This design comes from an exercise in tuning for small area on the open sky130 flow, not from production work.
Function was checked by simulation only, so behaviour that the tests miss may differ from the original.
Power figures rest on the tool's default switching activity, not on a simulated workload.

==> design.v <==
`timescale 1ns / 1ps
module counter#(
    parameter COUNTING_TIMES = 99999
    )
    (
    input clk,
    input rst,
    output wire counter_end
    );
    reg [31:0] counter;
    assign counter_end = (counter == COUNTING_TIMES) ? 1 : 0;
    always @(posedge clk or posedge rst)
    begin
        if (rst)
            counter <= 0;
        else if (counter_end)    
            counter <= 0;
        else
            counter <= counter + 1;
    end
endmodule
`timescale 1ns / 1ps
module button_debounce#(
    parameter COUNT = 999999
)
(
    input wire clk,
    input wire rst,
    input wire button,
    output reg valid
    );
    reg  [31:0] counter;                                             
    wire [31:0] counter_end = (counter >= COUNT) ? 1 : 0;            
    reg  [2:0]  shift_reg;                                           
    reg  count_flag;
    wire pos_edge_button;                                                                                             
    always @(posedge clk or posedge rst) 
    begin
        if (rst)
            counter <= 0;
        else if (pos_edge_button)
            counter <= 0;
        else if (counter_end)
            counter <= 0;
        else
            counter <= counter + 1;
    end
    always @(posedge clk or posedge rst)
    begin
        if (rst)
            count_flag <= 0;
        else if (pos_edge_button)
            count_flag <= 0;
        else if (counter_end)
            begin
                if (shift_reg[0])
                    count_flag <= 1;
                else
                    count_flag <= count_flag;
            end
        else
            count_flag <= count_flag;
    end
    always @(posedge clk or posedge rst)
    begin
        if (rst)
            shift_reg <= 3'b000;
        else
            shift_reg <= {shift_reg[1:0],button};
    end
    assign pos_edge_button = ~shift_reg[2] & shift_reg[1] & shift_reg[0];
    always @(posedge clk or posedge rst)
    begin
        if (rst)
            valid <= 0;
        else if (counter_end)
            valid <= shift_reg[0] && !count_flag;
        else
            valid <= 0; 
    end
endmodule
`timescale 1ns / 1ps
module uart_recv(
    input clk,
    input rst,
    input din,               
    output reg valid,        
    output reg [7:0] data   
    );
    reg [2:0] current_state;
    reg [2:0] next_state;
    localparam IDLE  = 2'b00;
    localparam START = 2'b01;
    localparam DATA  = 2'b10;
    localparam STOP  = 2'b11;
    always @(posedge clk or posedge rst)
    begin
        if (rst)
            current_state <= IDLE;
        else
            current_state <= next_state;
    end
    reg [31:0] counter;
    wire counter_end;
    wire counter_half;
    assign counter_end  = (counter == 10416) ? 1 : 0;     
    assign counter_half = (counter == 5208)  ? 1 : 0;
    always @(posedge clk or posedge rst)
    begin
        if (rst)
            counter <= 0;
        else if (current_state == IDLE)
            counter <= 0;
        else if (counter_end)
            counter <= 0;
        else
            counter <= counter + 1;
    end
    reg [3:0] counter_data;
    wire counter_data_end;
    assign counter_data_end = (counter_data == 8) ? 1 : 0;
    always @(posedge clk or posedge rst)
    begin
        if (rst)
            counter_data <= 0;
        else if (current_state == IDLE)
            counter_data <= 0;
        else if (current_state == START)
            counter_data <= 0;
        else if (current_state == DATA)                  
            begin
                if (counter_half)
                    counter_data <= counter_data + 1;
                else
                    counter_data <= counter_data;
            end
        else if (current_state == STOP)
            counter_data <= 0;
        else
            counter_data <= counter_data;
    end
    always @(*) begin
        case(current_state)
            IDLE:
                if (!din)
                    next_state = START;
                else
                    next_state = IDLE;
            START:
                if (counter_end)
                    next_state = DATA;
                else
                    next_state = START;
            DATA:
                if (counter_data_end && counter_end)
                    next_state = STOP;
                else
                    next_state = DATA;
            STOP:
                if (counter_end)
                    next_state = IDLE;
                else
                    next_state = STOP;
            default:
                next_state = IDLE;
        endcase
    end
    always @(posedge clk or posedge rst)
    begin
        if (rst)
            data <= 8'b11111111;
        else if (valid)
            data <= 8'b11111111;
        else
            begin
            case(current_state)
                IDLE:
                begin
                    data <= data;
                end
                START:
                begin
                    if (counter_half)
                        data <= {din,data[7:1]};
                    else
                        data <= data;
                end
                DATA:
                    if (counter_half && !counter_data_end)
                        data <= {din,data[7:1]};
                    else
                        data <= data;
                STOP:
                    data <= data;
                default : 
                    data <= data;
            endcase
            end
    end
    always @(posedge clk or posedge rst)
    begin
        if (rst)
            valid <= 0;
        else if (current_state == STOP && counter_half)
            valid <= 1;
        else
            valid <= 0;
    end
endmodule
`timescale 1ns / 1ps
module uart_send(
    input        clk,        
    input        rst,        
    input        valid,          
    input [7:0]  data,           
    output reg   dout            
    );
    localparam IDLE  = 2'b00;    
    localparam START = 2'b01;    
    localparam DATA  = 2'b10;    
    localparam STOP  = 2'b11;    
    reg [2:0] current_state;
    reg [2:0] next_state;
    reg [3:0] count_data;
    wire count_data_end = (count_data >= 8) ? 1 : 0;
    reg [31:0] cnt;
    wire cnt_end = (cnt >= 10416) ? 1 : 0;
    reg [7:0] data_buffer;
    always @(posedge clk or posedge rst)
    begin
        if(rst)
            current_state <= IDLE;
        else
            current_state <= next_state;
    end
    always @(posedge clk or posedge rst)
    begin
        if (rst)
            cnt <= 0;
        else if (valid)
            cnt <= 0;
        else if (current_state != IDLE || valid)
            begin
                if (cnt_end)
                    cnt <= 0;
                else
                    cnt <= cnt + 1;
            end
        else
            cnt <= 0;
    end
    always @(*) begin
        case(current_state)
            IDLE:
                if (valid)
                    next_state = START;
                else
                    next_state = IDLE;
            START:
                if (cnt_end)
                    next_state = DATA;
                else
                    next_state = START;
            DATA:
                if (count_data_end && cnt_end)
                    next_state = STOP;
                else
                    next_state = DATA;
            STOP:
                if (cnt_end)
                    next_state = IDLE;
                else if (valid)
                    next_state = START;
                else
                    next_state = STOP;
            default:
                next_state = IDLE;
        endcase
    end
    always @(posedge clk or posedge rst)
    begin
        if (rst)
            data_buffer <= 0;
        else if (valid)
            data_buffer <= data;
        else
            data_buffer <= data_buffer;
    end
    always @(posedge clk or posedge rst)
    begin
        if (rst)
            count_data <= 0;
        else if (current_state == IDLE)
        begin
            if (valid)
                count_data <= 0;
            else
                count_data <= count_data;
        end
        else if (current_state == START)
            count_data <= 0;
        else if (current_state == DATA)
        begin
            if (cnt == 0)
                count_data <= count_data + 1;
            else
                count_data <= count_data;
        end
        else if (current_state == STOP)
            count_data <= 0;
        else
            count_data <= count_data;
    end
    always @(posedge clk or posedge rst)
    begin
        if (rst)
            dout <= 1;
        else
            begin
            case(current_state)
                IDLE:   
                    dout <= 1;
                START:  
                    dout <= 0;
                DATA:
                    if(cnt == 0)
                        dout <= data_buffer[count_data];
                    else
                        dout <= dout;
                STOP:
                    dout <= 1;
                default :   
                    dout <= 1;
            endcase
            end
    end
endmodule
`timescale 1ns / 1ps
module led_display#(
    parameter ZERO              = 8'h03,
    parameter ONE               = 8'h9f,
    parameter TWO               = 8'h25,
    parameter THREE             = 8'h0d,
    parameter FOUR              = 8'h99,
    parameter FIVE              = 8'h49,
    parameter SIX               = 8'h41,
    parameter SEVEN             = 8'h1f,
    parameter EIGHT             = 8'h01,
    parameter NINE              = 8'h09,
    parameter TEN               = 8'h11,
    parameter ELEVEN            = 8'hc1,
    parameter TWELVE            = 8'he5,
    parameter THIRTEEN          = 8'h85,
    parameter FOURTEEN          = 8'h61,
    parameter FIFTEEN           = 8'h71,
    parameter NOTHING           = 8'hff,
    parameter FREQ_CLK_DIV      = 99999          
)
(
    input wire clk,
    input wire rst,
    input wire valid,
    input wire [7:0] data,
    output reg [7:0] led_en,
    output reg [7:0] led_cx 
    );
    reg [7:0] led_data;
    always @(*)
    begin
        case (data)
            8'd48: led_data = ZERO;          
            8'd49: led_data = ONE;           
            8'd50: led_data = TWO;           
            8'd51: led_data = THREE;         
            8'd52: led_data = FOUR;          
            8'd53: led_data = FIVE;          
            8'd54: led_data = SIX;           
            8'd55: led_data = SEVEN;         
            8'd56: led_data = EIGHT;         
            8'd57: led_data = NINE;          
            8'd65: led_data = TEN;           
            8'd66: led_data = ELEVEN;        
            8'd67: led_data = TWELVE;        
            8'd68: led_data = THIRTEEN;      
            8'd69: led_data = FOURTEEN;      
            8'd70: led_data = FIFTEEN;       
            default: led_data = NOTHING;     
        endcase
    end
    reg [7:0] display_buffer [7:0];
    always @(posedge clk or posedge rst)
    begin
        if (rst)
        begin
            display_buffer[0] <= NOTHING;
            display_buffer[1] <= NOTHING;
            display_buffer[2] <= NOTHING;
            display_buffer[3] <= NOTHING;
            display_buffer[4] <= NOTHING;
            display_buffer[5] <= NOTHING;
            display_buffer[6] <= NOTHING;
            display_buffer[7] <= NOTHING;
        end
        else if (valid)
        begin
            display_buffer[7] <= display_buffer[6];
            display_buffer[6] <= display_buffer[5];
            display_buffer[5] <= display_buffer[4];
            display_buffer[4] <= display_buffer[3];
            display_buffer[3] <= display_buffer[2];
            display_buffer[2] <= display_buffer[1];
            display_buffer[1] <= display_buffer[0];
            display_buffer[0] <= led_data;
        end
    end
    reg clk_div;
    wire cnt_end;
    counter #(FREQ_CLK_DIV) u_counter(
        .clk(clk),
        .rst(rst),
        .counter_end(cnt_end)
    );
    always @(posedge clk or posedge rst)
    begin
        if (rst)
            clk_div <= 0;
        else if(cnt_end)
            clk_div <= ~clk_div;
        else
            clk_div <= clk_div;
    end
    wire div_tick = cnt_end & ~clk_div;
    always @(posedge clk or posedge rst)
    begin
        if (rst)
            led_en <= 8'b11111110;
        else if (div_tick)
            led_en <= {led_en[0],led_en[7:1]};
    end
    always @(posedge clk or posedge rst)
    begin
        if (rst)
            led_cx <= NOTHING;
        else if (div_tick) begin
            case (led_en)
                8'b11111110: led_cx <= display_buffer[7];
                8'b11111101: led_cx <= display_buffer[0];
                8'b11111011: led_cx <= display_buffer[1];
                8'b11110111: led_cx <= display_buffer[2];
                8'b11101111: led_cx <= display_buffer[3];
                8'b11011111: led_cx <= display_buffer[4];
                8'b10111111: led_cx <= display_buffer[5];
                8'b01111111: led_cx <= display_buffer[6];
                default: led_cx <= NOTHING;
            endcase
        end
    end
endmodule
`timescale 1ns / 1ps
module top(
    input wire clk,
    input wire rst,
    input wire button,
    input wire uart_rx,
    input wire [7:0] data_in,
    output wire uart_tx,
    output [7:0] led_cx,
    output [7:0] led_en
    );
    wire tx;
    wire [7:0] data;
    wire valid_send;
    wire valid_recv;
    wire [7:0] u_led_cx;
    wire [7:0] u_led_en;
    uart_recv u_uart_recv(
        .rst(rst),
        .clk(clk),
        .valid(valid_recv),
        .data(data),
        .din(uart_rx)
    );
    button_debounce u_button_debounce(
        .rst(rst),
        .clk(clk),
        .valid(valid_send),
        .button(button)
    );
    uart_send u_uart_send (
        .rst(rst),
        .clk(clk),
        .valid(valid_send),
        .data(data_in),
        .dout(tx)
    );
    led_display u_led_display (
        .rst(rst),
        .clk(clk),
        .valid(valid_recv),
        .data(data),
        .led_cx(u_led_cx),
        .led_en(u_led_en)
    );
    assign uart_tx = tx;
    assign led_cx = u_led_cx;
    assign led_en = u_led_en; 
endmodule
==> run.sh <==
#!/bin/bash
# synth_recipe.tcl (not shown) runs the flow's synth.tcl, then flattens the netlist and writes it again
# the make line also repeats each setting of config.mk as NAME=value (left out here)
make -C /OpenROAD-flow-scripts/flow DESIGN_CONFIG=/design/flow/config.mk WORK_HOME=/design/flow/orfs CLKGATE_MAP_FILE= SYNTH_SCRIPT=/design/flow/synth_recipe.tcl finish
==> config.mk <==
export PLATFORM = sky130hd
export DESIGN_NAME = top
export DESIGN_NICKNAME = top
export VERILOG_FILES = /design/flow/design.v
export SDC_FILE = /design/flow/constraint.sdc
export NUM_CORES = 4
export LEC_CHECK = 0
export CAP_MARGIN = 20
export CORE_MARGIN = 2
export CORE_UTILIZATION = 40
export SLEW_MARGIN = 20
==> constraint.sdc <==
create_clock -name core_clock -period 10.0 [get_ports {clk}]
set_input_delay 2.0000 -clock core_clock [delete_from_list [all_inputs] [get_ports {clk}]]
set_output_delay 2.0000 -clock core_clock [all_outputs]
set_load 0.01 [all_outputs]
==> summary.txt <==
Max FO, Critical Path 8; Avg Inst Size Synth 11.10 um2; Tcrit/Tclk final 0.3682; gp weighted congestion 0.7629; clock-pin slew on the worst setup and hold paths 0.06 ns; Worst Hold Class flip-flop to flip-flop; DRT iter0 DRCs 433; DR vias 7425; Post-route DRC 0; post-cts sizing count 0; status finished clean; clk_skew 0.01916 ns; sequential share of power 0.467; unrepaired setup endpoints after global routing false; DRT Pass-1 Iters 4; Via density 5.319; hpwl dp 12.95 mm; Syn-to-layout area delta 14.61%; Worst path max stage delay 0.59 ns; most common cell in the netlist dfrtp_1; synth top area cells dfrtp_1 36%, dfstp_2 19%, mux2_2 7.1%; DP Area 11620 um2; worst path bufs/invs 1; Hold-fix buffers, CTS 0; Synth async-reset ratio 1.000; Post-Syn Instances 988; Final Cell Area 12570 um2; wire per inst 14.76 um; Most used DFF post-synth dfrtp_1; Synth top area share 0.3560; Num CTS Buffers 27; PnR Total Power 2.319 mW; Pleak 5.062 nW; global-route wire length before repair 36.04 mm; Peak VDD IR 0.1417 mV; Post-Syn Area 10960 um2; Die X 169.6 um; Clock power frac 0.448; Core Util, Final 0.4662; Initial Utilization 0.4068; antenna cells 0; drt total wl 20.61 mm; Max Fclk 271.6 MHz; dominant cell type by area after synthesis dfrtp_1; Core Region 26950 um2; Net Sw Power 570.7 uW; Crit. End Element output pin; IO Pins 29; Antenna Violating Nets Remaining 0; combinational share of power 0.085; number of max-cap violations 0; TritonCTS clock tree yes; worst slew pin tran 1.031 ns; post-CTS setup buffers 0; synthesis-stage register bit count 235; startpoint types flip-flop; fin nets 1060; Die Area 28750 um2; number of flops mapped to enable cells by yosys 0; die height 169.6 um; layout cells sized above 1 0.2047; Hold WS 0.3740 ns; CTS H-tree depth 1; clock buffer depth 3; Worst Path Arrival 1.68 ns; port bufs 27; Slowest cell on crit path dfstp_2; crit path kind flip-flop to output pin; post-synthesis sequential area ratio 0.5454; Final Setup Violations 0; row cnt 60; antenna violations before repair 0; clock period minus worst slack 3.682 ns; Critical Path, Cell by Cell clkdlybuf4s50_1; CTS root buffer clkbuf_16; Slew Viols, Final 0; setup TNS 0 ns; CP delay by family, top flip-flops; Int Pwr 1.749 mW; Ys Warns 6; Sink Count 235; grt total ovfl 0; max_slew headroom 0.3062; Clock Latency Late Sink 0.54 ns; gr usage total 0.1489; largest net degree at the start of global routing 108; Biggest register u_led_display.display_buffer; top cells by count, synth 156 x dfrtp_1, 122 x nor2_1, 79 x dfstp_2, 69 x mux2_2, 47 x nand2_1; Netlist cell types 69; Largest register FFs 56; CP required 8.00 ns; final hold vios 0; vias in the first global route 7272; Switching Share 0.2461; power density over the cells 184.6 nW/um2
==> power by group through the flow <==
| stage | Combinational [mW] | Sequential (mW) | Clock [mW] |
|---|---|---|---|
| 2_1_floorplan | 0.193 | 1.05 | 0 |
| 3_3_place_gp | 0.195 | 1.10 | 0 |
| 3_5_place_dp | 0.199 | 1.10 | 0 |
| 4_1_cts | 0.199 | 1.08 | 1.07 |
| 5_1_grt | 0.228 | 1.09 | 1.11 |
| 6_report | 0.197 | 1.08 | 1.04 |
==> metal layers <==
| layer | track usage | share of wire | vias up |
|---|---|---|---|
| met4 | 0.04274 | 0.024 | 0 |
| li1 | - | - | 3617 |
| met2 | 0.2469 | 0.47 | 79 |
| met3 | 0.02192 | 0.031 | 34 |
| met5 | 0 | 0 | - |
| met1 | 0.2037 | 0.47 | 3695 |
==> final timing paths <==
path	from	end	slack (ns)	cells after the start
worst min-delay path	u_button_debounce.shift_reg[1]$_DFF_PP0_	u_button_debounce.shift_reg[2]$_DFF_PP0_	0.37	0
worst min register to register	u_button_debounce.shift_reg[1]$_DFF_PP0_	u_button_debounce.shift_reg[2]$_DFF_PP0_	0.37	0
worst max register to register	u_uart_recv.counter[0]$_DFF_PP0_	u_uart_recv.data[4]$_DFFE_PP1P_	7.26	7
min in group asynchronous	rst	u_led_display.led_en[0]$_DFFE_PP0P_	2.01	2
max in group asynchronous	rst	u_led_display.u_counter.counter[6]$_DFF_PP0_	6.61	3
worst max-delay path	u_led_display.led_en[1]$_DFFE_PP1P_	led_en[1]	6.32	1
==> logic make-up (layout without fill, tap and decap cells) <==
logic type	Yosys count	count (layout)	share of synthesized area
muxes	76	76	0.07954
AOI/OAI and AO/OA	141	141	0.09015
xor gates and xnor gates	88	88	0.07030
adders and majority gates	14	14	0.01598
DFF	235	235	0.5454
and+or+nand+nor	360	360	0.1703
other	2	31	0.0006850
buffers and inverters	72	110	0.02773
==> metrics by stage <==
step           setup WS, ns  cells
2_1_floorplan         1.684   1017
5_1_grt               6.261   1396
3_5_place_dp          5.950   1346
3_3_place_gp          5.935   1346
4_1_cts               6.284   1396
6_report              6.318   1396
==> cell usage in the layout (no fill, tap or decap), drive strengths merged, types with 7 or more instances in the layout <==
cell and count:
dfrtp 156, and4 10, nor4 20, nor3 18, ha 14, nor4bb 7, xor2 43, nor2b 14
o22ai 18, nand4 32, xnor2 45, nand3 44, nand2 48, nor2 123, clkinv 8, and3 14
a311o 8, a22oi 29, clkbuf 33, a21oi 25, conb 31, dfstp 79, inv 29, mux2 69
clkdlybuf4s50 27, o21ai 15, a31oi 8
==> layout make-up <==
| class | count | area [um2] |
|---|---|---|
| fillers | 2447 | 14390 |
| multi-input cells | 710 | 4790 |
| clock buffers | 33 | 728.2 |
| well taps | 341 | 426.7 |
| clock inverters | 17 | 220.2 |
| inverters | 28 | 112.6 |
| flip-flops and latches | 235 | 5981 |
| repair buffers | 32 | 307.8 |

==> separate check: timing with driven ports <==
In the flow no input, the clock included, has a driving cell. The finished layout below was timed again as built, in two steps.
Step 1: set_driving_cell puts a clkbuf_16 on clk and a buf_2 on each other input, an assumption about the parent block.
Step 2, shift: input delay + t, output delay - t, t = (earliest + latest rising clock arrival at the registers) / 2. This alone moves slack from input paths to output paths.
Slacks: no drivers / after step 1 / after step 2; pairs: no drivers / after step 1.
shift t [ns]: 0.581
setup WS [ns]: 6.318 / 6.272 / 6.046
worst slew at a driven data input, ns: 0.06
After both steps setup and hold are still met in this run. For this run, drivers alone change the setup slack by -0.046 ns; drivers and shift together by -0.272 ns. Setup slack includes reset recovery checks.
